Background: an optimization exercise with open tools, aiming at small area. Do not read the settings as production practice. In this exercise RTL edits were held to simulation tests only and were not proved equivalent to the original. In run 5 the design's own scripts or RTL, not TritonCTS, make the clock network. The clock port is modelled as an ideal driver, which makes a skipped or thinned clock tree look cheaper than it is; a real chip needs a root buffer or a tree. Power figures rest on the tool's default switching activity, not on a simulated workload.

==> flow/design.v <==
module super_mario_music (
    input wire clk_1MHz,  
    input wire rst,
    output reg piezo      
);
    reg [6:0]  a;         
    reg [4:0]  p;         
    reg [4:0]  cnt;       
    reg [13:0] b;         
    reg [13:0] t0;        
    reg [15:0] tc;        
    wire [8:0] u_o;
    smm_u u_rom (.i(a), .o(u_o));
    wire [3:0] tcode = u_o[3:0];
    wire [3:0] dv    = u_o[7:4];
    wire       last  = u_o[8];
    wire [6:0] nstart;
    smm_p p_rom (.i(p), .o(nstart));
    wire [5:0] t_o;
    smm_t t_rom (.i({piezo, tcode, cnt}), .o(t_o));
    wire [6:0] dl;
    smm_d d_rom (.i(t0[12:5]), .o(dl));
    function [13:0] add14_4(input [13:0] x, input [3:0] y);
        integer i; reg c;
        begin
            c = 1'b0;
            for (i = 0; i < 14; i = i + 1) begin
                add14_4[i] = x[i] ^ (i < 4 ? y[i] : 1'b0) ^ c;
                c = (x[i] & (i < 4 ? y[i] : 1'b0)) | (c & (x[i] ^ (i < 4 ? y[i] : 1'b0)));
            end
        end
    endfunction
    function gt14(input [13:0] x, input [13:0] y);  
        integer i; reg g;
        begin
            g = 1'b0;
            for (i = 0; i < 14; i = i + 1)
                g = (x[i] & ~y[i]) | (~(x[i] ^ y[i]) & g);
            gt14 = g;
        end
    endfunction
    function [13:0] sub14_7(input [13:0] x, input [6:0] y);
        integer i; reg bw; reg yi;
        begin
            bw = 1'b0;
            for (i = 0; i < 14; i = i + 1) begin
                yi = (i < 7) ? y[i] : 1'b0;
                sub14_7[i] = x[i] ^ yi ^ bw;
                bw = (~x[i] & yi) | (bw & ~(x[i] ^ yi));
            end
        end
    endfunction
    function [6:0] inc7(input [6:0] x);
        integer i; reg c;
        begin
            c = 1'b1;
            for (i = 0; i < 7; i = i + 1) begin
                inc7[i] = x[i] ^ c;
                c = c & x[i];
            end
        end
    endfunction
    function [4:0] inc5(input [4:0] x);
        integer i; reg c;
        begin
            c = 1'b1;
            for (i = 0; i < 5; i = i + 1) begin
                inc5[i] = x[i] ^ c;
                c = c & x[i];
            end
        end
    endfunction
    wire [13:0] bn   = add14_4(b, dv);
    wire        nend = gt14(bn, t0);                    
    wire        tend = (tc == 16'd6656);               
    wire        inc  = tend & (t0 != 14'd6000);
    wire        fb   = tc[15] ^ tc[13] ^ tc[12] ^ tc[10] ^ tend;
    always @(posedge clk_1MHz or posedge rst) begin
        if (rst) begin
            a <= 7'd0; p <= 5'd0; cnt <= 5'd0; piezo <= 1'b0;
            b <= 14'd0; t0 <= 14'd12000; tc <= 16'd13312;
        end else begin
            cnt   <= t_o[4:0];
            piezo <= t_o[5];
            b     <= nend ? 14'd0 : bn;
            if (nend) begin
                if (last) begin
                    a <= nstart;
                    p <= (p == 5'd25) ? 5'd0 : inc5(p);
                end else begin
                    a <= inc7(a);
                end
            end
            t0 <= sub14_7(t0, inc ? dl : 7'd0);
            tc <= {tc[14:0], fb};
        end
    end
endmodule
module smm_u (
    input  wire [6:0] i,
    output wire [8:0] o
);
  wire new_n17, new_n18, new_n19, new_n20, new_n21, new_n22, new_n23,
  new_n24, new_n25, new_n26, new_n27, new_n28, new_n29, new_n30, new_n31,
  new_n32, new_n33, new_n34, new_n35, new_n36, new_n37, new_n38, new_n39,
  new_n40, new_n41, new_n42, new_n43, new_n44, new_n45, new_n46, new_n47,
  new_n48, new_n49, new_n50, new_n51, new_n52, new_n53, new_n54, new_n55,
  new_n56, new_n57, new_n58, new_n59, new_n60, new_n61, new_n62, new_n63,
  new_n65, new_n66, new_n67, new_n68, new_n69, new_n70, new_n71, new_n72,
  new_n73, new_n74, new_n75, new_n76, new_n77, new_n78, new_n79, new_n80,
  new_n81, new_n82, new_n83, new_n84, new_n85, new_n86, new_n87, new_n88,
  new_n89, new_n90, new_n91, new_n92, new_n93, new_n94, new_n95, new_n96,
  new_n97, new_n98, new_n99, new_n100, new_n101, new_n102, new_n103,
  new_n104, new_n105, new_n106, new_n107, new_n108, new_n109, new_n110,
  new_n111, new_n112, new_n113, new_n114, new_n115, new_n116, new_n117,
  new_n118, new_n119, new_n120, new_n121, new_n122, new_n123, new_n124,
  new_n125, new_n126, new_n127, new_n129, new_n130, new_n131, new_n132,
  new_n133, new_n134, new_n135, new_n136, new_n137, new_n138, new_n139,
  new_n140, new_n141, new_n142, new_n143, new_n144, new_n145, new_n146,
  new_n148, new_n149, new_n150, new_n151, new_n152, new_n153, new_n154,
  new_n155, new_n156, new_n157, new_n158, new_n159, new_n160, new_n161,
  new_n162, new_n163, new_n164, new_n165, new_n166, new_n167, new_n168,
  new_n169, new_n170, new_n171, new_n173, new_n174, new_n175, new_n176,
  new_n177, new_n178, new_n179, new_n180, new_n181, new_n182, new_n183,
  new_n184, new_n185, new_n186, new_n187, new_n188, new_n189, new_n190,
  new_n191, new_n192, new_n193, new_n194, new_n195, new_n196, new_n197,
  new_n198, new_n199, new_n200, new_n202, new_n203, new_n206, new_n207,
  new_n208, new_n209, new_n210, new_n211, new_n212, new_n213, new_n214,
  new_n215, new_n217, new_n218, new_n219, new_n220, new_n221;
  assign new_n17 = ~i[0] & i[1];
  assign new_n18 = i[5] & new_n17;
  assign new_n19 = i[0] & i[3];
  assign new_n20 = ~i[0] & ~i[2];
  assign new_n21 = ~new_n19 & ~new_n20;
  assign new_n22 = i[4] & ~new_n21;
  assign new_n23 = i[3] & ~new_n22;
  assign new_n24 = ~i[0] & i[5];
  assign new_n25 = ~i[3] & i[4];
  assign new_n26 = i[1] & ~new_n25;
  assign new_n27 = i[2] & ~new_n26;
  assign new_n28 = ~new_n24 & ~new_n27;
  assign new_n29 = ~new_n23 & new_n28;
  assign new_n30 = i[3] & ~i[4];
  assign new_n31 = i[0] & i[1];
  assign new_n32 = new_n30 & ~new_n31;
  assign new_n33 = i[6] & ~new_n32;
  assign new_n34 = ~new_n29 & new_n33;
  assign new_n35 = ~i[4] & ~i[6];
  assign new_n36 = ~i[1] & ~i[3];
  assign new_n37 = ~i[2] & new_n36;
  assign new_n38 = ~i[2] & i[5];
  assign new_n39 = ~i[1] & ~new_n38;
  assign new_n40 = ~new_n20 & ~new_n39;
  assign new_n41 = ~new_n37 & ~new_n40;
  assign new_n42 = new_n35 & ~new_n41;
  assign new_n43 = i[1] & i[3];
  assign new_n44 = new_n42 & ~new_n43;
  assign new_n45 = i[6] & new_n38;
  assign new_n46 = new_n31 & new_n45;
  assign new_n47 = i[0] & i[2];
  assign new_n48 = ~new_n20 & ~new_n47;
  assign new_n49 = ~i[0] & ~i[6];
  assign new_n50 = ~i[4] & ~i[5];
  assign new_n51 = i[1] & new_n50;
  assign new_n52 = ~new_n49 & new_n51;
  assign new_n53 = ~new_n48 & new_n52;
  assign new_n54 = ~new_n46 & ~new_n53;
  assign new_n55 = ~new_n36 & new_n48;
  assign new_n56 = i[4] & i[5];
  assign new_n57 = ~i[2] & i[3];
  assign new_n58 = new_n56 & ~new_n57;
  assign new_n59 = i[4] & ~i[6];
  assign new_n60 = ~new_n58 & new_n59;
  assign new_n61 = ~new_n55 & new_n60;
  assign new_n62 = new_n54 & ~new_n61;
  assign new_n63 = ~new_n44 & new_n62;
  assign o[1] = new_n34 | ~new_n63;
  assign new_n65 = ~i[2] & i[4];
  assign new_n66 = o[1] & ~new_n65;
  assign new_n67 = i[5] & new_n31;
  assign new_n68 = ~i[5] & ~i[6];
  assign new_n69 = i[0] & ~i[1];
  assign new_n70 = new_n68 & new_n69;
  assign new_n71 = ~new_n67 & ~new_n70;
  assign new_n72 = ~o[1] & new_n71;
  assign new_n73 = ~i[3] & ~new_n72;
  assign new_n74 = ~new_n66 & new_n73;
  assign new_n75 = ~new_n18 & ~new_n74;
  assign new_n76 = ~new_n17 & ~new_n69;
  assign new_n77 = ~new_n68 & ~new_n76;
  assign new_n78 = new_n31 & new_n68;
  assign new_n79 = ~new_n77 & ~new_n78;
  assign new_n80 = i[3] & ~new_n79;
  assign new_n81 = ~i[3] & new_n67;
  assign new_n82 = i[1] & i[4];
  assign new_n83 = new_n49 & new_n82;
  assign new_n84 = ~new_n81 & ~new_n83;
  assign new_n85 = ~new_n80 & new_n84;
  assign new_n86 = ~new_n75 & new_n85;
  assign new_n87 = i[1] & i[5];
  assign new_n88 = i[0] & ~new_n87;
  assign new_n89 = ~new_n25 & ~new_n88;
  assign new_n90 = ~i[1] & ~i[2];
  assign new_n91 = ~new_n87 & ~new_n90;
  assign new_n92 = new_n32 & new_n91;
  assign new_n93 = i[6] & ~new_n92;
  assign new_n94 = ~i[5] & ~new_n69;
  assign new_n95 = new_n25 & new_n94;
  assign new_n96 = ~new_n93 & ~new_n95;
  assign new_n97 = ~new_n89 & ~new_n96;
  assign new_n98 = ~new_n86 & ~new_n97;
  assign new_n99 = i[2] & ~new_n98;
  assign new_n100 = ~i[2] & ~new_n85;
  assign new_n101 = ~new_n99 & ~new_n100;
  assign new_n102 = ~new_n19 & ~new_n24;
  assign new_n103 = ~new_n47 & new_n102;
  assign new_n104 = new_n42 & new_n103;
  assign new_n105 = ~i[0] & new_n56;
  assign new_n106 = ~new_n104 & ~new_n105;
  assign new_n107 = new_n101 & new_n106;
  assign new_n108 = ~new_n24 & ~new_n82;
  assign new_n109 = i[3] & ~new_n108;
  assign new_n110 = ~i[2] & ~i[3];
  assign new_n111 = new_n50 & new_n110;
  assign new_n112 = ~new_n36 & ~new_n111;
  assign new_n113 = ~i[0] & ~new_n112;
  assign new_n114 = ~new_n109 & ~new_n113;
  assign new_n115 = new_n58 & new_n114;
  assign new_n116 = ~new_n50 & ~new_n115;
  assign new_n117 = ~i[1] & ~i[5];
  assign new_n118 = new_n19 & ~new_n117;
  assign new_n119 = i[2] & i[3];
  assign new_n120 = ~new_n18 & ~new_n119;
  assign new_n121 = i[2] & new_n30;
  assign new_n122 = ~new_n120 & ~new_n121;
  assign new_n123 = ~new_n118 & ~new_n122;
  assign new_n124 = ~i[6] & ~new_n123;
  assign new_n125 = ~new_n116 & new_n124;
  assign new_n126 = i[6] & ~new_n114;
  assign new_n127 = ~new_n125 & ~new_n126;
  assign o[0] = ~new_n107 | ~new_n127;
  assign new_n129 = new_n82 & new_n101;
  assign new_n130 = new_n124 & ~new_n129;
  assign new_n131 = i[2] & ~new_n25;
  assign new_n132 = ~i[1] & ~new_n131;
  assign new_n133 = i[5] & new_n110;
  assign new_n134 = ~new_n132 & ~new_n133;
  assign new_n135 = i[6] & ~new_n134;
  assign new_n136 = i[0] & ~new_n50;
  assign new_n137 = ~new_n58 & ~new_n136;
  assign new_n138 = ~new_n135 & new_n137;
  assign new_n139 = i[2] & i[6];
  assign new_n140 = ~new_n69 & new_n139;
  assign new_n141 = new_n136 & ~new_n140;
  assign new_n142 = ~i[0] & new_n50;
  assign new_n143 = new_n114 & new_n142;
  assign new_n144 = ~new_n141 & ~new_n143;
  assign new_n145 = ~new_n138 & new_n144;
  assign new_n146 = ~new_n74 & ~new_n145;
  assign o[2] = new_n130 | ~new_n146;
  assign new_n148 = new_n31 & new_n110;
  assign new_n149 = ~new_n35 & ~new_n148;
  assign new_n150 = i[2] & new_n19;
  assign new_n151 = ~i[4] & ~new_n150;
  assign new_n152 = ~new_n149 & new_n151;
  assign new_n153 = i[0] & ~i[2];
  assign new_n154 = new_n117 & new_n153;
  assign new_n155 = i[2] & ~i[5];
  assign new_n156 = ~new_n154 & ~new_n155;
  assign new_n157 = new_n152 & ~new_n156;
  assign new_n158 = ~i[6] & ~new_n65;
  assign new_n159 = new_n87 & ~new_n158;
  assign new_n160 = ~new_n61 & new_n159;
  assign new_n161 = ~new_n157 & ~new_n160;
  assign new_n162 = i[3] & ~new_n161;
  assign new_n163 = new_n25 & new_n153;
  assign new_n164 = ~new_n96 & new_n163;
  assign new_n165 = i[5] & new_n47;
  assign new_n166 = new_n152 & new_n165;
  assign new_n167 = ~new_n38 & ~new_n121;
  assign new_n168 = i[6] & new_n69;
  assign new_n169 = ~new_n167 & new_n168;
  assign new_n170 = ~new_n166 & ~new_n169;
  assign new_n171 = ~new_n164 & new_n170;
  assign o[3] = new_n162 | ~new_n171;
  assign new_n173 = i[1] & ~i[5];
  assign new_n174 = ~new_n36 & ~new_n173;
  assign new_n175 = ~new_n139 & ~new_n174;
  assign new_n176 = ~i[0] & ~new_n175;
  assign new_n177 = ~new_n78 & ~new_n176;
  assign new_n178 = i[4] & ~new_n177;
  assign new_n179 = ~i[4] & new_n153;
  assign new_n180 = new_n82 & new_n155;
  assign new_n181 = ~new_n25 & ~new_n180;
  assign new_n182 = ~new_n179 & new_n181;
  assign new_n183 = new_n93 & new_n182;
  assign new_n184 = ~new_n154 & ~new_n183;
  assign new_n185 = ~new_n178 & new_n184;
  assign new_n186 = new_n85 & ~new_n117;
  assign new_n187 = new_n185 & ~new_n186;
  assign new_n188 = new_n149 & ~new_n187;
  assign new_n189 = new_n20 & new_n114;
  assign new_n190 = new_n54 & new_n152;
  assign new_n191 = ~new_n189 & new_n190;
  assign new_n192 = ~new_n188 & ~new_n191;
  assign new_n193 = i[2] & new_n174;
  assign new_n194 = ~new_n22 & ~new_n165;
  assign new_n195 = ~new_n193 & new_n194;
  assign new_n196 = new_n93 & ~new_n195;
  assign new_n197 = ~new_n17 & new_n155;
  assign new_n198 = new_n30 & new_n91;
  assign new_n199 = ~new_n197 & new_n198;
  assign new_n200 = ~new_n196 & ~new_n199;
  assign o[6] = new_n192 | ~new_n200;
  assign new_n202 = ~new_n36 & o[6];
  assign new_n203 = new_n158 & ~new_n202;
  assign o[7] = ~new_n185 | new_n203;
  assign o[4] = new_n111 & ~o[7];
  assign new_n206 = new_n69 & ~new_n139;
  assign new_n207 = ~new_n140 & ~new_n206;
  assign new_n208 = ~i[3] & ~new_n207;
  assign new_n209 = ~o[7] & new_n208;
  assign new_n210 = ~new_n71 & ~new_n123;
  assign new_n211 = ~new_n203 & new_n210;
  assign new_n212 = new_n37 & new_n56;
  assign new_n213 = new_n42 & new_n199;
  assign new_n214 = ~new_n212 & ~new_n213;
  assign new_n215 = ~new_n211 & new_n214;
  assign o[5] = new_n209 | ~new_n215;
  assign new_n217 = new_n17 & new_n30;
  assign new_n218 = new_n107 & new_n217;
  assign new_n219 = ~new_n211 & ~new_n218;
  assign new_n220 = ~new_n42 & ~new_n219;
  assign new_n221 = ~o[4] & ~new_n209;
  assign o[8] = new_n220 | ~new_n221;
endmodule
module smm_p (
    input  wire [4:0] i,
    output wire [6:0] o
);
  wire new_n13, new_n14, new_n15, new_n16, new_n17, new_n18, new_n19,
  new_n20, new_n21, new_n22, new_n23, new_n24, new_n25, new_n26, new_n27,
  new_n28, new_n29, new_n30, new_n32, new_n33, new_n34, new_n35, new_n36,
  new_n37, new_n38, new_n39, new_n40, new_n41, new_n43, new_n44, new_n45,
  new_n46, new_n48, new_n49, new_n50, new_n51, new_n54, new_n56;
  assign new_n13 = ~i[2] & i[4];
  assign new_n14 = ~i[3] & ~new_n13;
  assign new_n15 = i[0] & ~new_n14;
  assign new_n16 = ~i[0] & i[2];
  assign new_n17 = ~i[3] & new_n16;
  assign new_n18 = ~new_n15 & ~new_n17;
  assign new_n19 = ~i[0] & i[4];
  assign new_n20 = ~i[3] & ~new_n19;
  assign new_n21 = ~new_n18 & new_n20;
  assign new_n22 = i[0] & i[2];
  assign new_n23 = ~i[4] & new_n22;
  assign new_n24 = ~new_n13 & ~new_n23;
  assign new_n25 = i[1] & ~i[4];
  assign new_n26 = ~i[1] & i[4];
  assign new_n27 = ~new_n25 & ~new_n26;
  assign new_n28 = ~new_n24 & new_n27;
  assign new_n29 = i[3] & new_n19;
  assign new_n30 = ~new_n28 & ~new_n29;
  assign o[5] = new_n21 | ~new_n30;
  assign new_n32 = i[2] & ~o[5];
  assign new_n33 = ~i[1] & ~i[2];
  assign new_n34 = ~i[3] & ~new_n33;
  assign new_n35 = ~new_n32 & new_n34;
  assign new_n36 = ~i[3] & new_n23;
  assign new_n37 = new_n19 & ~new_n33;
  assign new_n38 = ~new_n36 & ~new_n37;
  assign new_n39 = ~new_n13 & ~new_n25;
  assign new_n40 = i[0] & i[3];
  assign new_n41 = ~new_n39 & new_n40;
  assign o[1] = new_n38 & ~new_n41;
  assign new_n43 = ~i[1] & i[3];
  assign new_n44 = ~new_n24 & new_n43;
  assign new_n45 = ~new_n21 & ~new_n44;
  assign new_n46 = o[1] & new_n45;
  assign o[0] = ~new_n35 & new_n46;
  assign new_n48 = ~new_n27 & ~new_n38;
  assign new_n49 = ~new_n18 & ~new_n48;
  assign new_n50 = ~i[3] & i[4];
  assign new_n51 = new_n33 & ~new_n50;
  assign o[2] = ~new_n49 & ~new_n51;
  assign o[3] = new_n45 & ~new_n48;
  assign new_n54 = i[1] & ~new_n18;
  assign o[4] = new_n35 | new_n54;
  assign new_n56 = ~new_n19 & new_n51;
  assign o[6] = ~new_n35 & ~new_n56;
endmodule
module smm_t (
    input  wire [9:0] i,
    output wire [5:0] o
);
  wire new_n17, new_n18, new_n19, new_n20, new_n21, new_n22, new_n23,
  new_n24, new_n25, new_n26, new_n27, new_n28, new_n29, new_n30, new_n31,
  new_n32, new_n33, new_n34, new_n35, new_n36, new_n37, new_n38, new_n39,
  new_n40, new_n41, new_n42, new_n43, new_n44, new_n45, new_n46, new_n47,
  new_n48, new_n49, new_n50, new_n51, new_n52, new_n53, new_n54, new_n55,
  new_n56, new_n57, new_n58, new_n59, new_n60, new_n61, new_n62, new_n63,
  new_n64, new_n65, new_n66, new_n67, new_n68, new_n69, new_n71, new_n72,
  new_n73, new_n74, new_n75, new_n76, new_n77, new_n78, new_n79, new_n80,
  new_n81, new_n82, new_n83, new_n84, new_n85, new_n86, new_n87, new_n89,
  new_n90, new_n91, new_n92, new_n93, new_n94, new_n95, new_n96, new_n97,
  new_n98, new_n99, new_n100, new_n102, new_n103, new_n104, new_n105,
  new_n106, new_n108, new_n109, new_n110, new_n111, new_n113, new_n114,
  new_n115, new_n116, new_n117;
  assign new_n17 = ~i[7] & ~i[8];
  assign new_n18 = ~i[5] & ~i[6];
  assign new_n19 = new_n17 & new_n18;
  assign new_n20 = i[0] & new_n19;
  assign new_n21 = ~i[0] & ~i[1];
  assign new_n22 = i[5] & new_n21;
  assign new_n23 = new_n17 & ~new_n22;
  assign new_n24 = ~i[3] & ~i[4];
  assign new_n25 = i[3] & i[8];
  assign new_n26 = i[3] & i[7];
  assign new_n27 = new_n22 & new_n26;
  assign new_n28 = ~new_n25 & ~new_n27;
  assign new_n29 = ~i[2] & ~new_n28;
  assign new_n30 = ~new_n24 & ~new_n29;
  assign new_n31 = ~new_n23 & ~new_n30;
  assign new_n32 = i[0] & i[1];
  assign new_n33 = i[2] & i[5];
  assign new_n34 = ~i[4] & ~new_n33;
  assign new_n35 = new_n32 & ~new_n34;
  assign new_n36 = i[4] & i[5];
  assign new_n37 = i[8] & ~new_n36;
  assign new_n38 = ~new_n35 & new_n37;
  assign new_n39 = ~i[0] & new_n25;
  assign new_n40 = ~i[2] & new_n24;
  assign new_n41 = ~new_n39 & ~new_n40;
  assign new_n42 = ~new_n38 & new_n41;
  assign new_n43 = i[5] & ~new_n42;
  assign new_n44 = ~new_n31 & ~new_n43;
  assign new_n45 = i[6] & ~new_n38;
  assign new_n46 = ~i[7] & ~new_n45;
  assign new_n47 = i[1] & ~i[5];
  assign new_n48 = ~new_n32 & ~new_n47;
  assign new_n49 = ~i[7] & ~new_n48;
  assign new_n50 = new_n24 & ~new_n49;
  assign new_n51 = ~i[2] & ~i[4];
  assign new_n52 = i[7] & new_n48;
  assign new_n53 = i[3] & ~new_n52;
  assign new_n54 = new_n51 & ~new_n53;
  assign new_n55 = ~new_n50 & ~new_n54;
  assign new_n56 = ~new_n46 & new_n55;
  assign new_n57 = ~i[2] & new_n26;
  assign new_n58 = ~i[1] & new_n57;
  assign new_n59 = i[8] & ~new_n32;
  assign new_n60 = ~new_n25 & ~new_n59;
  assign new_n61 = ~new_n58 & new_n60;
  assign new_n62 = new_n56 & new_n61;
  assign new_n63 = i[6] & ~new_n62;
  assign new_n64 = new_n44 & ~new_n63;
  assign new_n65 = i[2] & ~i[6];
  assign new_n66 = i[8] & ~new_n65;
  assign new_n67 = i[4] & ~new_n66;
  assign new_n68 = ~i[0] & ~new_n67;
  assign new_n69 = ~new_n64 & new_n68;
  assign o[0] = new_n20 | new_n69;
  assign new_n71 = ~new_n22 & new_n26;
  assign new_n72 = ~i[4] & ~new_n44;
  assign new_n73 = i[8] & ~new_n72;
  assign new_n74 = ~new_n71 & ~new_n73;
  assign new_n75 = ~i[6] & ~new_n74;
  assign new_n76 = ~new_n64 & ~new_n75;
  assign new_n77 = ~new_n33 & ~new_n51;
  assign new_n78 = i[8] & ~new_n77;
  assign new_n79 = ~i[1] & ~new_n78;
  assign new_n80 = ~new_n76 & new_n79;
  assign new_n81 = i[6] & ~new_n47;
  assign new_n82 = ~new_n32 & new_n57;
  assign new_n83 = new_n81 & new_n82;
  assign new_n84 = i[1] & ~new_n19;
  assign new_n85 = ~new_n83 & new_n84;
  assign new_n86 = ~new_n69 & new_n85;
  assign new_n87 = ~new_n21 & ~new_n86;
  assign o[1] = ~new_n80 & new_n87;
  assign new_n89 = new_n32 & new_n51;
  assign new_n90 = ~new_n64 & new_n89;
  assign new_n91 = ~new_n18 & new_n59;
  assign new_n92 = ~new_n19 & ~new_n91;
  assign new_n93 = i[2] & ~new_n92;
  assign new_n94 = ~i[7] & ~new_n18;
  assign new_n95 = ~new_n21 & new_n94;
  assign new_n96 = ~new_n81 & new_n95;
  assign new_n97 = i[2] & ~i[3];
  assign new_n98 = ~new_n32 & new_n97;
  assign new_n99 = ~new_n96 & new_n98;
  assign new_n100 = ~new_n93 & ~new_n99;
  assign o[2] = new_n90 | ~new_n100;
  assign new_n102 = i[3] & ~new_n92;
  assign new_n103 = ~new_n17 & new_n32;
  assign new_n104 = new_n97 & new_n103;
  assign new_n105 = ~new_n83 & ~new_n104;
  assign new_n106 = ~new_n29 & new_n105;
  assign o[3] = new_n102 | ~new_n106;
  assign new_n108 = i[6] & new_n25;
  assign new_n109 = ~o[3] & new_n108;
  assign new_n110 = i[4] & ~new_n92;
  assign new_n111 = ~new_n75 & new_n110;
  assign o[4] = new_n109 | new_n111;
  assign new_n113 = i[9] & ~new_n64;
  assign new_n114 = i[5] & new_n64;
  assign new_n115 = ~new_n56 & ~new_n114;
  assign new_n116 = ~new_n75 & new_n115;
  assign new_n117 = ~i[9] & ~new_n116;
  assign o[5] = new_n113 | new_n117;
endmodule
module smm_d (
    input  wire [7:0] i,
    output wire [6:0] o
);
  wire new_n16, new_n17, new_n18, new_n19, new_n20, new_n21, new_n22,
  new_n23, new_n24, new_n25, new_n26, new_n27, new_n28, new_n29, new_n30,
  new_n31, new_n32, new_n33, new_n34, new_n35, new_n36, new_n37, new_n38,
  new_n39, new_n40, new_n41, new_n42, new_n43, new_n44, new_n45, new_n46,
  new_n47, new_n48, new_n49, new_n50, new_n51, new_n52, new_n53, new_n54,
  new_n55, new_n56, new_n57, new_n58, new_n59, new_n60, new_n61, new_n62,
  new_n63, new_n64, new_n65, new_n66, new_n67, new_n68, new_n69, new_n70,
  new_n71, new_n72, new_n73, new_n75, new_n76, new_n77, new_n78, new_n79,
  new_n80, new_n81, new_n82, new_n83, new_n84, new_n85, new_n86, new_n87,
  new_n88, new_n89, new_n90, new_n91, new_n92, new_n93, new_n94, new_n95,
  new_n96, new_n97, new_n98, new_n100, new_n101, new_n102, new_n103,
  new_n104, new_n105, new_n106, new_n107, new_n108, new_n109, new_n110,
  new_n111, new_n112, new_n113, new_n114, new_n115, new_n116, new_n117,
  new_n118, new_n119, new_n120, new_n121, new_n122, new_n123, new_n124,
  new_n126, new_n127, new_n128, new_n129, new_n130, new_n131, new_n132,
  new_n133, new_n134, new_n135, new_n136, new_n138, new_n139, new_n140,
  new_n141, new_n142, new_n143, new_n144, new_n145, new_n147, new_n148,
  new_n149;
  assign new_n16 = ~i[0] & ~i[2];
  assign new_n17 = ~i[6] & new_n16;
  assign new_n18 = ~i[2] & ~i[4];
  assign new_n19 = i[7] & new_n18;
  assign new_n20 = ~new_n17 & ~new_n19;
  assign new_n21 = i[3] & ~new_n20;
  assign new_n22 = ~i[0] & ~new_n21;
  assign new_n23 = ~i[5] & ~new_n22;
  assign new_n24 = ~i[1] & ~i[2];
  assign new_n25 = ~i[0] & ~i[3];
  assign new_n26 = new_n24 & new_n25;
  assign new_n27 = i[6] & new_n26;
  assign new_n28 = ~i[6] & i[7];
  assign new_n29 = i[5] & ~new_n28;
  assign new_n30 = i[2] & i[6];
  assign new_n31 = ~new_n29 & ~new_n30;
  assign new_n32 = i[4] & ~new_n31;
  assign new_n33 = ~new_n27 & ~new_n32;
  assign new_n34 = ~new_n23 & new_n33;
  assign new_n35 = ~i[6] & new_n25;
  assign new_n36 = i[3] & ~i[5];
  assign new_n37 = i[7] & new_n36;
  assign new_n38 = ~new_n35 & ~new_n37;
  assign new_n39 = i[4] & ~new_n38;
  assign new_n40 = ~i[2] & new_n39;
  assign new_n41 = i[1] & i[7];
  assign new_n42 = new_n18 & new_n41;
  assign new_n43 = i[2] & ~i[3];
  assign new_n44 = i[5] & i[6];
  assign new_n45 = i[0] & ~new_n44;
  assign new_n46 = ~new_n43 & new_n45;
  assign new_n47 = ~new_n42 & new_n46;
  assign new_n48 = ~new_n40 & new_n47;
  assign new_n49 = ~new_n34 & ~new_n48;
  assign new_n50 = ~i[1] & i[7];
  assign new_n51 = ~i[3] & ~new_n50;
  assign new_n52 = ~i[4] & ~i[5];
  assign new_n53 = ~i[6] & new_n24;
  assign new_n54 = i[0] & ~i[1];
  assign new_n55 = ~i[4] & new_n54;
  assign new_n56 = i[3] & ~new_n55;
  assign new_n57 = ~new_n53 & new_n56;
  assign new_n58 = ~new_n52 & ~new_n57;
  assign new_n59 = ~i[0] & ~i[1];
  assign new_n60 = ~new_n41 & ~new_n59;
  assign new_n61 = ~i[0] & ~i[4];
  assign new_n62 = new_n60 & new_n61;
  assign new_n63 = i[1] & new_n18;
  assign new_n64 = i[5] & new_n41;
  assign new_n65 = ~new_n17 & ~new_n64;
  assign new_n66 = ~new_n63 & new_n65;
  assign new_n67 = ~new_n62 & new_n66;
  assign new_n68 = ~new_n58 & new_n67;
  assign new_n69 = ~new_n51 & ~new_n68;
  assign new_n70 = ~i[2] & i[5];
  assign new_n71 = ~i[6] & ~new_n70;
  assign new_n72 = new_n29 & new_n71;
  assign new_n73 = ~new_n69 & ~new_n72;
  assign o[0] = new_n49 | ~new_n73;
  assign new_n75 = ~i[0] & new_n50;
  assign new_n76 = i[2] & ~new_n75;
  assign new_n77 = ~new_n27 & ~new_n76;
  assign new_n78 = i[6] & ~i[7];
  assign new_n79 = ~i[4] & ~new_n78;
  assign new_n80 = i[1] & ~new_n79;
  assign new_n81 = i[0] & i[7];
  assign new_n82 = ~new_n52 & ~new_n81;
  assign new_n83 = ~new_n80 & new_n82;
  assign new_n84 = i[7] & new_n52;
  assign new_n85 = ~new_n25 & new_n84;
  assign new_n86 = ~new_n83 & ~new_n85;
  assign new_n87 = ~new_n77 & new_n86;
  assign new_n88 = ~new_n30 & ~new_n41;
  assign new_n89 = ~i[3] & ~new_n88;
  assign new_n90 = new_n36 & new_n60;
  assign new_n91 = ~new_n89 & ~new_n90;
  assign new_n92 = i[4] & ~new_n91;
  assign new_n93 = i[4] & i[7];
  assign new_n94 = i[5] & new_n24;
  assign new_n95 = ~new_n93 & new_n94;
  assign new_n96 = ~new_n28 & ~new_n95;
  assign new_n97 = ~new_n21 & new_n96;
  assign new_n98 = ~new_n92 & new_n97;
  assign o[1] = new_n87 | ~new_n98;
  assign new_n100 = ~i[3] & ~i[5];
  assign new_n101 = ~new_n93 & new_n100;
  assign new_n102 = ~new_n37 & ~new_n101;
  assign new_n103 = ~new_n27 & ~new_n102;
  assign new_n104 = i[3] & ~new_n50;
  assign new_n105 = ~i[2] & i[6];
  assign new_n106 = new_n104 & ~new_n105;
  assign new_n107 = ~i[4] & new_n30;
  assign new_n108 = ~i[3] & ~new_n53;
  assign new_n109 = ~new_n107 & new_n108;
  assign new_n110 = ~new_n106 & ~new_n109;
  assign new_n111 = i[4] & new_n78;
  assign new_n112 = ~new_n42 & ~new_n100;
  assign new_n113 = ~new_n111 & new_n112;
  assign new_n114 = ~new_n110 & new_n113;
  assign new_n115 = ~new_n103 & ~new_n114;
  assign new_n116 = i[2] & i[3];
  assign new_n117 = i[6] & ~new_n52;
  assign new_n118 = new_n116 & ~new_n117;
  assign new_n119 = ~i[6] & new_n52;
  assign new_n120 = i[4] & i[5];
  assign new_n121 = i[3] & new_n120;
  assign new_n122 = ~new_n119 & ~new_n121;
  assign new_n123 = i[0] & ~new_n122;
  assign new_n124 = ~new_n118 & ~new_n123;
  assign o[2] = new_n115 | ~new_n124;
  assign new_n126 = ~new_n54 & new_n116;
  assign new_n127 = new_n44 & ~new_n126;
  assign new_n128 = i[7] & new_n26;
  assign new_n129 = ~new_n71 & ~new_n128;
  assign new_n130 = ~new_n127 & new_n129;
  assign new_n131 = ~i[4] & ~new_n130;
  assign new_n132 = ~i[7] & new_n18;
  assign new_n133 = ~new_n25 & new_n132;
  assign new_n134 = ~new_n28 & ~new_n62;
  assign new_n135 = ~new_n133 & new_n134;
  assign new_n136 = ~new_n39 & new_n135;
  assign o[3] = new_n131 | ~new_n136;
  assign new_n138 = i[7] & ~new_n26;
  assign new_n139 = new_n52 & ~new_n138;
  assign new_n140 = i[1] & ~i[5];
  assign new_n141 = new_n30 & ~new_n140;
  assign new_n142 = new_n104 & new_n141;
  assign new_n143 = ~i[7] & new_n25;
  assign new_n144 = new_n120 & ~new_n143;
  assign new_n145 = ~new_n142 & ~new_n144;
  assign o[4] = new_n139 | ~new_n145;
  assign new_n147 = i[4] & ~new_n43;
  assign new_n148 = new_n138 & ~new_n147;
  assign new_n149 = ~new_n117 & ~new_n119;
  assign o[5] = new_n148 | ~new_n149;
  assign o[6] = ~i[7] & ~new_n119;
endmodule
==> flow/flow/run.sh <==
#!/bin/bash
# Standard ORFS layout with one extra step: before floorplanning, every
# combinational cell is swapped to its smallest drive strength (the clock
# period is long, so the upsizing done during synthesis buys nothing).
# Each tool's full output goes to standard.log in this folder.
set -uo pipefail
export PRE_FLOORPLAN_TCL=$PWD/flow/downsize.tcl
bash standard.sh > standard.log 2>&1
==> flow/flow/downsize.tcl <==
# Swap each combinational cell to the smallest-area variant of the same function
# (same base name, different drive strength). Registers keep their cell type.
set db [ord::get_db]
set block [ord::get_db_block]
set dont_use {}
if {[info exists ::env(DONT_USE_CELLS)]} { set dont_use $::env(DONT_USE_CELLS) }
array set best {}
foreach lib [$db getLibs] {
  foreach m [$lib getMasters] {
    set n [$m getName]
    if {![regexp {^(sky130_fd_sc_hd__[a-z0-9]+)_([0-9]+)$} $n -> base drv]} { continue }
    set skip 0
    foreach pat $dont_use { if {[string match $pat $n]} { set skip 1 } }
    if {$skip} { continue }
    set a [expr {[$m getWidth] * [$m getHeight]}]
    if {![info exists best($base)] || $a < [lindex $best($base) 1]} { set best($base) [list $m $a] }
  }
}
set nswap 0
foreach inst [$block getInsts] {
  set m [$inst getMaster]
  set n [$m getName]
  if {![regexp {^(sky130_fd_sc_hd__[a-z0-9]+)_([0-9]+)$} $n -> base drv]} { continue }
  if {[regexp {^sky130_fd_sc_hd__(df|sdf|edf|dl|tap|fill|decap|conb|lpflow)} $n]} { continue }
  if {![info exists best($base)]} { continue }
  set bm [lindex $best($base) 0]
  set ba [lindex $best($base) 1]
  set a [expr {[$m getWidth] * [$m getHeight]}]
  if {$ba < $a} {
    $inst swapMaster $bm
    incr nswap
  }
}
puts "downsize: swapped $nswap instances"
==> flow/standard.sh <==
#!/bin/bash
# synth_recipe.tcl (not shown) runs the flow's synth.tcl, then flattens the netlist and writes it again
# the make line also repeats each setting of config.mk as NAME=value (left out here)
make -C /OpenROAD-flow-scripts/flow DESIGN_CONFIG=/design/flow/config.mk WORK_HOME=/design/flow/orfs CLKGATE_MAP_FILE= SYNTH_SCRIPT=/design/flow/synth_recipe.tcl "${@:-finish}"
==> flow/config.mk <==
export PLATFORM = sky130hd
export DESIGN_NAME = super_mario_music
export DESIGN_NICKNAME = super_mario_music
export VERILOG_FILES = /design/flow/design.v
export SDC_FILE = /design/flow/constraint.sdc
export NUM_CORES = 4
export LEC_CHECK = 0
export ABC_AREA = 1
export CAP_MARGIN = 20
export CORE_MARGIN = 2
export CORE_UTILIZATION = 70
export CTS_BUF_LIST = sky130_fd_sc_hd__clkbuf_8
export CTS_CLUSTER_DIAMETER = 500
export CTS_CLUSTER_SIZE = 100
export SLEW_MARGIN = 20
export SYNTH_MEMORY_MAX_BITS = 65536
==> flow/constraint.sdc <==
create_clock -name core_clock -period 125.0 [get_ports {clk_1MHz}]
set_input_delay 25.0000 -clock core_clock [delete_from_list [all_inputs] [get_ports {clk_1MHz}]]
set_output_delay 25.0000 -clock core_clock [all_outputs]
set_load 0.01 [all_outputs]
==> results of run 1 <==
==> per-stage QoR <==
| stage | setup WS, ps | cell area (um2) | utilization, % | power [mW] |
|---|---|---|---|---|
| after floorplan | 98480 | 4820 | - | 0.0207 |
| after global routing | 98700 | 5060 | 75.3 | 0.0377 |
| final | 98760 | 5060 | 75.3 | 0.0365 |
| after global placement | 98900 | 4880 | 72.7 | 0.0209 |
| after CTS | 98740 | 5060 | 75.3 | 0.0368 |
| after detailed placement | 98900 | 4880 | 72.7 | 0.0209 |
==> sequential cells by signal, summed over array words and instances (netlist names) <==
register / count
t0: 14
p: 5
tc: 16
a: 7
piezo: 1
cnt: 5
b: 14
==> how the worst min path moves through the flow <==
stage	end	slack, ps	depth (start not counted)
3_5_place_dp	tc[5]	360	0
4_1_cts	tc[5]	380	0
6_report	tc[5]	380	0
3_3_place_gp	tc[10]	360	0
5_1_grt	tc[13]	390	0
2_1_floorplan	tc[2]	350	0
==> layout make-up <==
class                   count  area [um2]  share of cell area (%)
inverters                 124         465                    9.19
clock buffers              11         151                    2.99
repair buffers              3        27.5                   0.544
flip-flops and latches     62        1560                    30.9
well taps                  80         100                    1.98
clock inverters             5        26.3                   0.519
multi-input cells         480        2730                    53.9
==> routing by layer <==
| metal | part of all wire, % | wire [um] | GRT usage (%) |
|---|---|---|---|
| met1 | 42 | 5030 | 46.1 |
| met2 | 47 | 5660 | 56.2 |
| met3 | 8.7 | 1040 | 7.49 |
| met4 | 2.0 | 243 | 9.80 |
| met5 | 0 | 0 | 0 |
==> where the power goes <==
group | switching, mW | total [mW] | internal [mW]
Sequential | 0 | 0.0201 | 0.0201
Combinational | 0.000375 | 0.000428 | 0.0000506
Clock | 0.00795 | 0.0160 | 0.00810
Total | 0.00832 | 0.0365 | 0.0282
==> results.py, run 1 <==
metrics = {
    "worst_setup_path": {
        "end_kind": "output port",
        "cp.depth": 1,
        "reg2reg_setup_slack_ps": 117370,
        "crit_family": "buffers and inverters",
        "worstPathRequired_ps": 100000,
        "cp.arrival_ps": 1240,
        "path_cells": "clkdlybuf4s50_1",
        "slowest_delay_ps": 540,
        "critPathBufInv": 1,
        "crit_start": "piezo",
        "crit_path_end": "piezo",
        "reg2reg_depth": 34,
        "criticalPathCategory": "register to output port",
        "timing.rr.end": "p[1]",
        "cp_max_fo": 3,
        "slowest_stage": "clkdlybuf4s50_1",
        "r2r-start": "a[5]",
        "worstSetupStartpointType": "register",
    },
    "global_routing": {
        "grt_usage_pct": 34.4,
        "grt_pass1_vias": 4600,
        "grt_pass1_wl_um": 20700,
        "grt_max_degree": 63,
        "overflow": 0,
        "antenna_found_initial": 0,
    },
    "logic_synthesis": {
        "syn_nets": 740,
        "synthCells": 682,
        "yosys_warnings": 1,
    },
    "drt": {
        "drc": 0,
        "routed_via_density": 6.07,
        "drtIter0Drc": 426,
        "wl_per_cell_um": 15.7,
        "wl_um": 12000,
        "dr.pass1.iters": 5,
        "vias": 4643,
        "ant_nets": 0,
    },
    "clock_tree": {
        "hold_buffers": 0,
        "clockRootBuffer": "clkbuf_8",
        "clock_latency_ps": 340,
        "cts_inserted_buffers": 9,
        "cts.sinks": 62,
        "cts_tree": "done",
        "postCtsSetupRepairBufs": 0,
        "clk_path_buf_depth": 2,
        "htreeDepth": 3,
        "clk_pin_slew_ps": 70,
        "cts_resized": 0,
    },
    "flow_run": {
        "drv_cap": 0,
    },
    "final_layout": {
        "final_cell_mix": "nand2_1, inv_1, nor2_1",
        "final_common_cell": "nand2_1",
        "final_cells": 765,
        "drive_gt1_share_pct": 4.96,
        "fin_nets": 738,
        "diodes": 0,
        "n_fill_cell": 516,
    },
    "sta": {
        "clock.fmax_mhz": 38.1,
        "drv_slew": 0,
        "hold_viol": 0,
        "final.setup_skew_ps": 10.4,
        "worstMarginPinSlew_ps": 937,
        "tns_ps": 0,
        "fin_crit_ps": 26240,
        "setup_violations": 0,
        "relSlewSlack_pct": 37.4,
        "post-route-period-util_pct": 21.0,
        "rsz0062_at_grt": "false",
        "whs_ps": 378,
    },
    "placed_design": {
        "dp.cells": 749,
        "port_buffers": 2,
        "gp_congestion": 1.03,
        "hpwl_um": 8970,
    },
    "pwr": {
        "leakage_nw": 2.76,
        "ir_drop_mv": 0.00559,
        "power_density_nw_per_um2": 7.22,
    },
    "hold_path": {
        "hp-start": "tc[4]",
        "min_path_type": "register to register",
    },
    "floorplanning": {
        "rows": 30,
        "die_area_um2": 7560,
        "core_area_um2": 6720,
        "initial_core_util_pct": 71.7,
        "die_h_um": 87.0,
        "num_io_pins": 3,
        "fp.dieW_um": 87.0,
    },
    "run_status": {
        "status": "finished clean",
    },
}
==> inputs of run 2 (changes only) <==
--- a/flow/flow/run.sh
+++ b/flow/flow/run.sh
@@ -7,2 +7,3 @@
 export PRE_FLOORPLAN_TCL=$PWD/flow/downsize.tcl
+export CTS_ARGS="-buf_list sky130_fd_sc_hd__clkbuf_8 -dont_use_dummy_load -repair_clock_nets"
 bash standard.sh > standard.log 2>&1
==> run 2 against run 1 <==
Against the previous run:
- critical endpoint unchanged
- hold slack worse by 5.4 ps
- first-iteration DRC count is 2.1% lower
- count of clock-buffer cells in the layout is 2 lower
- die area stayed put
- design area is 1.1% lower
- register-to-register slack hardly changed
- clock power is 17% lower
- critical path type unchanged
- sequential share of layout area is 0.33 points higher
- still clean
==> results.py, run 2 <==
metrics = {
    "drt": {
        "wl_met1_um": 5050,
        "drc": 0,
        "dr.pass1.iters": 5,
        "drtIter0Drc": 417,
        "routed_via_density": 6.13,
        "wl_met3_um": 961,
        "met2_wirelength_um": 5660,
        "vias": 4647,
        "wl_um": 11900,
        "ant_nets": 0,
        "maxUsedRoutingLayer": "met4",
        "wl_per_cell_um": 15.7,
    },
    "global_routing": {
        "grt_usage_pct": 34.2,
        "grt_max_degree": 63,
        "antenna_found_initial": 0,
        "grt_pass1_vias": 4583,
        "grt_pass1_wl_um": 20600,
        "overflow": 0,
    },
    "floorplanning": {
        "rows": 30,
        "die_area_um2": 7560,
        "num_io_pins": 3,
        "fp.dieW_um": 87.0,
        "core_area_um2": 6720,
        "initial_core_util_pct": 71.7,
        "die_h_um": 87.0,
    },
    "worst_setup_path": {
        "path_cells": "clkdlybuf4s50_1",
        "worstSetupStartpointType": "register",
        "end_kind": "output port",
        "cp_max_fo": 3,
        "worstPathRequired_ps": 100000,
        "cp.arrival_ps": 1230,
        "criticalPathCategory": "register to output port",
        "slowest_stage": "clkdlybuf4s50_1",
        "critPathBufInv": 1,
        "crit_family": "buffers and inverters",
        "slowest_delay_ps": 540,
    },
    "placed_design": {
        "port_buffers": 2,
        "hpwl_um": 8970,
        "gp_congestion": 1.03,
        "pre_cts_ws_ps": 98900,
    },
    "hold_path": {
        "min_path_type": "register to register",
    },
    "clock_tree": {
        "cts.sinks": 62,
        "clockRootBuffer": "clkbuf_8",
        "clock_latency_ps": 340,
        "clk_path_buf_depth": 2,
        "postCtsSetupRepairBufs": 0,
        "clk_pin_slew_ps": 70,
        "cts_inserted_buffers": 9,
        "cts_tree": "done",
        "hold_buffers": 0,
        "htreeDepth": 3,
        "cts_resized": 0,
    },
    "sta": {
        "tns_ps": 0,
        "setup_violations": 0,
        "post-route-period-util_pct": 21.0,
        "final.setup_skew_ps": 21.1,
        "worstMarginPinSlew_ps": 942,
        "drv_slew": 0,
        "relSlewSlack_pct": 37.1,
        "rsz0062_at_grt": "false",
        "clock.fmax_mhz": 38.1,
        "fin_crit_ps": 26230,
        "hold_viol": 0,
        "worst_slack_ps": 98770,
    },
    "final_layout": {
        "diodes": 0,
        "final_cell_mix": "nand2_1, inv_1, nor2_1",
        "top_regs": "tc x16, b x14, t0 x14",
        "largest_register_ffs": 16,
        "drive_gt1_share_pct": 4.13,
        "regMostFlops": "tc",
        "n_fill_cell": 523,
        "fin_nets": 738,
        "final_common_cell": "nand2_1",
    },
    "flow_run": {
        "drv_cap": 0,
    },
    "logic_synthesis": {
        "yosys_warnings": 1,
        "synthCells": 682,
        "syn_nets": 740,
    },
    "run_status": {
        "status": "finished clean",
    },
    "pwr": {
        "power.total_uw": 33.7,
        "power_density_nw_per_um2": 6.73,
        "ir_drop_mv": 0.00749,
        "leakage_nw": 2.73,
    },
}
## run 2: cell count changes in the layout (fill, tap and decap cells not counted)
cell	delta
clkinv_2	-3
inv_1	-1
clkinvlp_4	-1
clkbuf_8	-2
## run 2: routing by layer
| layer | track usage, % | up-vias |
|---|---|---|
| li1 | - | 2199 |
| met1 | 45.4 | 2163 |
| met5 | 0 | - |
| met4 | 9.66 | 0 |
| met3 | 6.64 | 35 |
| met2 | 56.9 | 250 |
## run 2: path summary, 6_finish.rpt
| check | end | start | cells after the start | slack, ps |
|---|---|---|---|---|
| hold / removal | tc[12] | tc[11] | 0 | 370 |
| setup reg to reg | p[1] | a[1] | 36 | 117380 |
| hold reg to reg | tc[12] | tc[11] | 0 | 370 |
| max in group asynchronous | a[5] | rst | 3 | 99280 |
| min in group asynchronous | cnt[3] | rst | 3 | 25200 |
| setup / recovery | piezo | piezo | 1 | 98770 |
## run 2: stage by stage
step           utilization (%)  instance area (um2)  hold WS, ps  cells
2_1_floorplan                -                 4820          354    682
3_3_place_gp              72.7                 4880          359    749
3_5_place_dp              72.7                 4880          364    749
4_1_cts                   74.5                 5010          376    758
5_1_grt                   74.5                 5010          386    758
6_report                  74.5                 5010          373    758
## run 2: power breakdown
part | switching, mW | internal (mW) | leakage [nW]
sequential | 0 | 0.0201 | 0.789
clock | 0.00677 | 0.00640 | 0.0647
combinational | 0.000372 | 0.0000506 | 1.87
## run 2: cell type report
type | count | area (um2) | area share [%]
multi-input cells | 480 | 2730 | 54.5
flip-flops and latches | 62 | 1560 | 31.2
inverters | 124 | 465 | 9.29
clock buffers | 9 | 124 | 2.47
well taps | 80 | 100 | 2.00
repair buffers | 3 | 27.5 | 0.550
==> inputs of run 3 (changes only) <==
--- a/flow/flow/run.sh
+++ b/flow/flow/run.sh
@@ -7,3 +7,3 @@
 export PRE_FLOORPLAN_TCL=$PWD/flow/downsize.tcl
-export CTS_ARGS="-buf_list sky130_fd_sc_hd__clkbuf_8 -dont_use_dummy_load -repair_clock_nets"
+export CTS_ARGS="-sink_clustering_enable -sink_clustering_size 100 -sink_clustering_max_diameter 2000 -buf_list sky130_fd_sc_hd__clkbuf_16 -dont_use_dummy_load -repair_clock_nets"
 bash standard.sh > standard.log 2>&1
==> run 3 against run 2 <==
Against the previous run:
- sequential cell count stayed put
- critical path type unchanged
- design area grew 2.0%
- maximum frequency barely moved
- critical path depth did not move
- clock power up 55%
- first-iteration DRC count grew 5.3%
- count of clock-buffer cells in the layout did not move
==> results.py, run 3 <==
metrics = {
    "floorplanning": {
        "die_h_um": 87.0,
        "die_area_um2": 7560,
        "fp.dieW_um": 87.0,
        "num_io_pins": 3,
        "rows": 30,
        "initial_core_util_pct": 71.7,
        "core_area_um2": 6720,
    },
    "worst_setup_path": {
        "criticalPathCategory": "register to output port",
        "critPathBufInv": 1,
        "cp_max_fo": 3,
        "reg2reg_setup_slack_ps": 117330,
        "timing.rr.end": "p[1]",
        "reg2reg_depth": 34,
        "worstPathRequired_ps": 100000,
        "slowest_stage": "clkdlybuf4s50_1",
        "path_cells": "clkdlybuf4s50_1",
        "end_kind": "output port",
        "cp.arrival_ps": 1230,
        "crit_family": "buffers and inverters",
        "r2r-start": "a[5]",
        "worstSetupStartpointType": "register",
        "slowest_delay_ps": 540,
    },
    "hold_path": {
        "hp-start": "tc[11]",
        "min_path_type": "register to register",
        "whs_endpoint": "tc[12]",
        "holdPathStages": 0,
    },
    "final_layout": {
        "regMostFlops": "tc",
        "fin_nets": 738,
        "final_cell_mix": "nand2_1, inv_1, nor2_1",
        "drive_gt1_share_pct": 4.13,
        "seqCellArea_um2": 1560,
        "final_common_cell": "nand2_1",
        "diodes": 0,
        "largest_register_ffs": 16,
        "n_fill_cell": 506,
        "multi_input_area_um2": 2730,
        "top_regs": "tc x16, b x14, t0 x14",
    },
    "sta": {
        "post-route-period-util_pct": 21.0,
        "rsz0062_at_grt": "false",
        "tns_ps": 0,
        "hold_viol": 0,
        "fin_crit_ps": 26230,
        "drv_slew": 0,
        "final.setup_skew_ps": 16.5,
        "worstMarginPinSlew_ps": 947,
        "relSlewSlack_pct": 36.7,
        "worst_slack_ps": 98770,
        "setup_violations": 0,
        "whs_ps": 373,
        "clock.fmax_mhz": 38.1,
    },
    "global_routing": {
        "grt_max_degree": 63,
        "grtUsageMet3_pct": 8.53,
        "grt_pass1_vias": 4666,
        "use_met2_pct": 58.2,
        "overflow": 0,
        "grt.busiest_layer": "met2",
        "grt_usage_pct": 35.2,
        "antenna_found_initial": 0,
        "grt_pass1_wl_um": 21000,
        "use_met1_pct": 44.8,
    },
    "placed_design": {
        "pre_cts_ws_ps": 98900,
        "hpwl_um": 8970,
        "gp_congestion": 1.03,
        "port_buffers": 2,
    },
    "clock_tree": {
        "clock_latency_ps": 330,
        "cts_tree": "done",
        "postCtsSetupRepairBufs": 0,
        "cts_inserted_buffers": 9,
        "cts.sinks": 62,
        "clk_pin_slew_ps": 50,
        "cts_resized": 0,
        "htreeDepth": 3,
        "hold_buffers": 0,
        "clockRootBuffer": "clkbuf_16",
        "clk_path_buf_depth": 2,
    },
    "pwr": {
        "leakage_nw": 2.77,
        "power_density_nw_per_um2": 8.03,
        "ir_drop_mv": 0.00646,
    },
    "drt": {
        "vias": 4699,
        "wl_per_cell_um": 16.2,
        "drc": 0,
        "drtIter0Drc": 439,
        "wl_um": 12300,
        "dr.pass1.iters": 10,
        "routed_via_density": 6.20,
        "ant_nets": 0,
    },
    "flow_run": {
        "drv_cap": 0,
    },
    "run_status": {
        "status": "finished clean",
    },
    "logic_synthesis": {
        "syn_nets": 740,
        "synthCells": 682,
        "yosys_warnings": 1,
    },
}
[run 3: where the power goes]
| part | internal (mW) | switching, mW |
|---|---|---|
| Combinational | 0.0000505 | 0.000382 |
| Sequential | 0.0201 | 0 |
| Clock | 0.0125 | 0.00791 |
| Total | 0.0327 | 0.00829 |
[run 3: worst max-delay path by stage]
stage | start | end | slack [ps] | cells after the start
global placement | rst | b[11] | 98900 | 3
detailed placement | rst | b[12] | 98900 | 3
CTS | piezo | piezo | 98770 | 1
global route | piezo | piezo | 98740 | 1
finish | piezo | piezo | 98770 | 1
floorplan | rst | a[0] | 98480 | 1
[run 3: metal layers]
layer / part of all wire, % / vias to the layer above
met5: 0 / -
met1: 41 / 2159
li1: - / 2196
met4: 3.7 / 0
met2: 46 / 273
met3: 9.3 / 71
[run 3: cell type report]
class / instances / share of cell area (%)
Timing Repair Buffer: 3 / 0.539
Clock buffer: 9 / 4.41
Multi-Input combinational cell: 480 / 53.4
Sequential cell: 62 / 30.6
Inverter: 124 / 9.11
Tap cell: 80 / 1.96
[run 3: stage by stage]
| stage | utilization, % | cells | area, um2 | power [mW] |
|---|---|---|---|---|
| after floorplan | - | 682 | 4820 | 0.0207 |
| after global routing | 76.1 | 758 | 5110 | 0.0422 |
| after CTS | 76.1 | 758 | 5110 | 0.0412 |
| final | 76.1 | 758 | 5110 | 0.0410 |
| after global placement | 72.7 | 749 | 4880 | 0.0209 |
| after detailed placement | 72.7 | 749 | 4880 | 0.0209 |
==> inputs of run 4 (changes only) <==
==> flow/flow/run.sh (replaced) <==
#!/bin/bash
# Standard ORFS layout with two extra steps:
#  * before floorplanning, every combinational cell is swapped to its smallest
#    drive strength (the clock period is long, so synthesis's upsizing buys nothing);
#  * after CTS, the clock tree is replaced by one clock buffer driving every register.
# Each tool's full output goes to standard.log in this folder.
set -uo pipefail
export PRE_FLOORPLAN_TCL=$PWD/flow/downsize.tcl
export POST_CTS_TCL=$PWD/flow/cts_single.tcl
export FLOW_CLOCK_PORT=clk_1MHz
export FLOW_CLOCK_BUF=sky130_fd_sc_hd__clkbuf_16
export CTS_ARGS="-buf_list sky130_fd_sc_hd__clkbuf_8 -dont_use_dummy_load -repair_clock_nets"
bash standard.sh > standard.log 2>&1
==> flow/flow/cts_single.tcl (new file) <==
# Replace the clock tree that CTS built with one clock buffer that drives every
# register clock pin directly (all registers see the same clock arrival).
set db [ord::get_db]
set block [ord::get_db_block]
set clk_bterm [$block findBTerm $::env(FLOW_CLOCK_PORT)]
set root_net [$clk_bterm getNet]
set sinks {}
set old_insts {}
set old_nets {}
proc collect_sinks {net} {
  global sinks old_insts old_nets
  foreach it [$net getITerms] {
    if {![$it isInputSignal] && [$it getIoType] ne "INPUT"} { continue }
    set inst [$it getInst]
    set mname [[$inst getMaster] getName]
    if {[string match "sky130_fd_sc_hd__clkbuf_*" $mname] || [string match "sky130_fd_sc_hd__clkinv*" $mname] || [string match "sky130_fd_sc_hd__bufinv*" $mname]} {
      lappend old_insts $inst
      foreach ot [$inst getITerms] {
        if {[$ot isOutputSignal]} {
          set on [$ot getNet]
          if {$on ne "NULL" && $on ne ""} { lappend old_nets $on; collect_sinks $on }
        }
      }
    } else {
      lappend sinks $it
    }
  }
}
collect_sinks $root_net
puts "cts_single: [llength $sinks] sinks, removing [llength $old_insts] clock cells"
set master [$db findMaster $::env(FLOW_CLOCK_BUF)]
set buf [odb::dbInst_create $block $master "clkbuf_root"]
set net [odb::dbNet_create $block "clknet_root"]
$net setSigType CLOCK
set sx 0; set sy 0
foreach it $sinks {
  set bb [[$it getInst] getBBox]
  set sx [expr {$sx + ([$bb xMin] + [$bb xMax]) / 2}]
  set sy [expr {$sy + ([$bb yMin] + [$bb yMax]) / 2}]
  $it disconnect
  $it connect $net
}
foreach inst $old_insts { odb::dbInst_destroy $inst }
foreach n $old_nets { if {[llength [$n getITerms]] == 0} { odb::dbNet_destroy $n } }
foreach it [$buf getITerms] {
  set mt [$it getMTerm]
  if {[$mt getName] eq "A"} { $it connect $root_net }
  if {[$mt getName] eq "X"} { $it connect $net }
}
set n [llength $sinks]
$buf setLocation [expr {$sx / $n}] [expr {$sy / $n}]
$buf setPlacementStatus PLACED
detailed_placement
check_placement -verbose
estimate_parasitics -placement
report_clock_skew
==> run 4 against run 3 <==
Against the previous run:
- the run now fails in clock tree synthesis (4_1_cts)
- synthesized cell count stayed put
==> results.py, run 4 <==
metrics = {
    "placed_design": {
        "hpwl_um": 8970,
        "placed_area_um2": 4880,
        "pre_cts_ws_ps": 98900,
        "gp_congestion": 1.03,
        "port_buffers": 2,
    },
    "run_status": {
        "status": "did not finish",
        "stop_stage": "clock tree synthesis (4_1_cts)",
        "firstError": "Error: cts.tcl, 90 divide by zero",
    },
    "logic_synthesis": {
        "syn_nets": 740,
        "yosys_warnings": 1,
        "synthCells": 682,
    },
    "floorplanning": {
        "num_io_pins": 3,
        "initial_core_util_pct": 71.7,
        "die_h_um": 87.0,
        "fp.dieW_um": 87.0,
        "rows": 30,
    },
}
==> run 4: per-stage QoR <==
step / instances / hold WS (ps) / power [mW]
3_5_place_dp: 749 / 364 / 0.0209
3_3_place_gp: 749 / 359 / 0.0209
2_1_floorplan: 682 / 354 / 0.0207
==> run 4: worst min path at each step <==
stage,cells past startpoint,slack [ps],end
floorplan,0,350,tc[2]
detailed placement,0,360,tc[5]
global placement,0,360,tc[10]
==> run 4: power by group through the flow <==
stage	Sequential, mW	Combinational (mW)	Clock [mW]
floorplan	0.0204	0.000292	0
global placement	0.0204	0.000453	0
detailed placement	0.0204	0.000456	0
==> inputs of run 5 (changes only) <==
--- a/flow/flow/run.sh
+++ b/flow/flow/run.sh
@@ -11,2 +11,3 @@
 export FLOW_CLOCK_BUF=sky130_fd_sc_hd__clkbuf_16
+export FLOW_CLOCK_GROUPS=3
 export CTS_ARGS="-buf_list sky130_fd_sc_hd__clkbuf_8 -dont_use_dummy_load -repair_clock_nets"
==> flow/flow/cts_single.tcl (replaced) <==
# Replace the clock tree that CTS built with one clock buffer that drives every
# register clock pin directly (all registers see the same clock arrival).
set db [ord::get_db]
set block [ord::get_db_block]
set clk_bterm [$block findBTerm $::env(FLOW_CLOCK_PORT)]
set root_net [$clk_bterm getNet]
set ::cs_sinks {}
set ::cs_old_insts {}
set ::cs_old_nets {}
proc collect_sinks {net} {

  foreach it [$net getITerms] {
    if {![$it isInputSignal] && [$it getIoType] ne "INPUT"} { continue }
    set inst [$it getInst]
    set mname [[$inst getMaster] getName]
    if {[string match "sky130_fd_sc_hd__clkbuf_*" $mname] || [string match "sky130_fd_sc_hd__clkinv*" $mname] || [string match "sky130_fd_sc_hd__bufinv*" $mname]} {
      lappend ::cs_old_insts $inst
      foreach ot [$inst getITerms] {
        if {[$ot isOutputSignal]} {
          set on [$ot getNet]
          if {$on ne "NULL" && $on ne ""} { lappend ::cs_old_nets $on; collect_sinks $on }
        }
      }
    } else {
      lappend ::cs_sinks $it
    }
  }
}
collect_sinks $root_net
puts "cts_single: [llength $::cs_sinks] sinks, removing [llength $::cs_old_insts] clock cells"
set master [$db findMaster $::env(FLOW_CLOCK_BUF)]
set ngroups $::env(FLOW_CLOCK_GROUPS)
# sink positions
set pts {}
foreach it $::cs_sinks {
  set bb [[$it getInst] getBBox]
  lappend pts [list [expr {([$bb xMin] + [$bb xMax]) / 2.0}] [expr {([$bb yMin] + [$bb yMax]) / 2.0}]]
  $it disconnect
}
foreach inst $::cs_old_insts { odb::dbInst_destroy $inst }
foreach n $::cs_old_nets { if {[llength [$n getITerms]] == 0} { odb::dbNet_destroy $n } }
# k-means on sink positions, seeded by sorting on x then y
set n [llength $pts]
set order [lsort -real -index 0 $pts]
set cents {}
for {set g 0} {$g < $ngroups} {incr g} {
  lappend cents [lindex $order [expr {int(($g + 0.5) * $n / $ngroups)}]]
}
for {set iter 0} {$iter < 50} {incr iter} {
  set asg {}
  foreach p $pts {
    set bd 1e18; set bg 0
    for {set g 0} {$g < $ngroups} {incr g} {
      set c [lindex $cents $g]
      set d [expr {abs([lindex $p 0] - [lindex $c 0]) + abs([lindex $p 1] - [lindex $c 1])}]
      if {$d < $bd} { set bd $d; set bg $g }
    }
    lappend asg $bg
  }
  set newc {}
  for {set g 0} {$g < $ngroups} {incr g} {
    set sx 0.0; set sy 0.0; set k 0
    foreach p $pts a $asg { if {$a == $g} { set sx [expr {$sx + [lindex $p 0]}]; set sy [expr {$sy + [lindex $p 1]}]; incr k } }
    if {$k > 0} { lappend newc [list [expr {$sx / $k}] [expr {$sy / $k}]] } else { lappend newc [lindex $cents $g] }
  }
  set cents $newc
}
for {set g 0} {$g < $ngroups} {incr g} {
  set buf [odb::dbInst_create $block $master "clkbuf_root_$g"]
  set net [odb::dbNet_create $block "clknet_root_$g"]
  $net setSigType CLOCK
  foreach it [$buf getITerms] {
    set mt [$it getMTerm]
    if {[$mt getName] eq "A"} { $it connect $root_net }
    if {[$mt getName] eq "X"} { $it connect $net }
  }
  set k 0
  foreach it $::cs_sinks a $asg { if {$a == $g} { $it connect $net; incr k } }
  set c [lindex $cents $g]
  $buf setLocation [expr {int([lindex $c 0])}] [expr {int([lindex $c 1])}]
  $buf setPlacementStatus PLACED
  puts "cts_single: buffer $g drives $k registers"
}
detailed_placement
check_placement -verbose
estimate_parasitics -placement
report_clock_skew
==> run 5 against run 4 <==
Against the previous run:
- now clean on timing, DRC and antenna
- synthesized cell count did not move
==> results.py, run 5 <==
metrics = {
    "floorplanning": {
        "num_io_pins": 3,
        "die_h_um": 87.0,
        "initial_core_util_pct": 71.7,
        "fp.dieW_um": 87.0,
        "core_area_um2": 6720,
        "rows": 30,
        "die_area_um2": 7560,
    },
    "final_layout": {
        "final_cell_mix": "nand2_1, inv_1, nor2_1",
        "largest_register_ffs": 16,
        "top_regs": "tc x16, b x14, t0 x14",
        "fin_nets": 732,
        "drive_gt1_share_pct": 3.27,
        "regMostFlops": "tc",
        "seqCellArea_um2": 1560,
        "multi_input_area_um2": 2730,
        "n_fill_cell": 530,
        "final_common_cell": "nand2_1",
        "diodes": 0,
    },
    "drt": {
        "vias": 4607,
        "routed_via_density": 6.13,
        "drc": 0,
        "dr.pass1.iters": 9,
        "drtIter0Drc": 336,
        "wl_per_cell_um": 15.7,
        "wl_um": 11800,
        "ant_nets": 0,
    },
    "clock_tree": {
        "clk_pin_slew_ps": 90,
        "cts.sinks": 62,
        "clock_latency_ps": 150,
    },
    "sta": {
        "tns_ps": 0,
        "fin_crit_ps": 26060,
        "drv_slew": 0,
        "final.setup_skew_ps": 9.56,
        "relSlewSlack_pct": 37.1,
        "clock.fmax_mhz": 38.4,
        "setup_violations": 0,
        "hold_viol": 0,
        "post-route-period-util_pct": 20.8,
        "worstMarginPinSlew_ps": 941,
        "rsz0062_at_grt": "false",
    },
    "worst_setup_path": {
        "critPathBufInv": 1,
        "path_cells": "clkdlybuf4s50_1",
        "worstPathRequired_ps": 100000,
        "end_kind": "output port",
        "cp.arrival_ps": 1060,
        "slowest_stage": "clkdlybuf4s50_1",
        "cp_max_fo": 3,
        "slowest_delay_ps": 540,
        "criticalPathCategory": "register to output port",
        "crit_family": "buffers and inverters",
        "reg2reg_setup_slack_ps": 117350,
        "worstSetupStartpointType": "register",
    },
    "run_status": {
        "status": "finished clean",
    },
    "hold_path": {
        "min_path_type": "register to register",
    },
    "pwr": {
        "leakage_nw": 2.70,
        "ir_drop_mv": 0.00787,
        "power_density_nw_per_um2": 5.99,
        "power.total_uw": 29.7,
    },
    "global_routing": {
        "grt_max_degree": 63,
        "grt_pass1_wl_um": 20500,
        "grt_usage_pct": 33.5,
        "antenna_found_initial": 0,
        "overflow": 0,
        "grt_pass1_vias": 4545,
    },
    "logic_synthesis": {
        "syn_nets": 740,
        "yosys_warnings": 1,
        "synthCells": 682,
    },
    "placed_design": {
        "gp_congestion": 1.03,
        "hpwl_um": 8970,
        "port_buffers": 2,
    },
    "flow_run": {
        "drv_cap": 0,
    },
}
run 5: where the power goes:
part / internal [mW] / total (mW) / switching, mW
registers: 0.0201 / 0.0201 / 0
clock network: 0.00437 / 0.00924 / 0.00487
logic: 0.0000506 / 0.000431 / 0.000378
run 5: metal layers:
layer / GRT usage, % / wire length, um
met4: 7.81 / 211
met2: 57.3 / 5660
met1: 44.7 / 4900
met5: 0 / 0
met3: 5.21 / 1030
run 5: worst paths after layout:
path,startpoint,end,cells past startpoint
max in group asynchronous,rst,a[6],3
setup reg to reg,a[5],p[1],34
setup / recovery,piezo,piezo,1
hold / removal,tc[4],tc[5],0
hold reg to reg,tc[4],tc[5],0
min in group asynchronous,rst,piezo,3
run 5: area by class of cell:
type                    count  area share (%)
flip-flops and latches     62            31.5
multi-input cells         480            55.0
plain buffers               3            1.51
inverters                 124            9.38
repair buffers              3           0.555
well taps                  80            2.02
run 5: metrics by stage:
step	util, %	area, um2	setup WS, ps	instances	hold slack (ps)
6_report	73.8	4960	98940	752	384
3_3_place_gp	72.7	4880	98900	749	359
3_5_place_dp	72.7	4880	98900	749	364
5_1_grt	73.8	4960	98900	752	390
2_1_floorplan	-	4820	98480	682	354

## port drivers added, routing unchanged
The flow's constraints put no driver on any port. The routed layouts listed below were extracted and timed again, unchanged, in two steps.
Step 1 assumes that a clkbuf_16 drives the clock port and a buf_2 every other input.
Step 2 also shifts input and output timing later by t, the mid clock arrival at the registers, as if the neighbouring blocks saw the same clock.
Slacks: no drivers / after step 1 / after step 2; pairs: no drivers / after step 1.
run | t (ns) | slack for setup (ns) | slew at the worst register clock pin (ns)
run 1 | 0.368 | 98.757 / 98.727 / 98.936 | 0.07 / 0.07
run 2 | 0.359 | 98.770 / 98.737 / 98.936 | 0.07 / 0.07
run 3 | 0.361 | 98.775 / 98.740 / 98.922 | 0.05 / 0.05
run 5 | 0.208 | 98.944 / 98.880 / 98.941 | 0.09 / 0.09
After both steps every run listed still meets setup and hold. The setup slack of run 5, which loses most, moves by -0.064 ns with the drivers and by -0.003 ns with both steps. The worst setup slack also covers recovery checks on asynchronous resets.
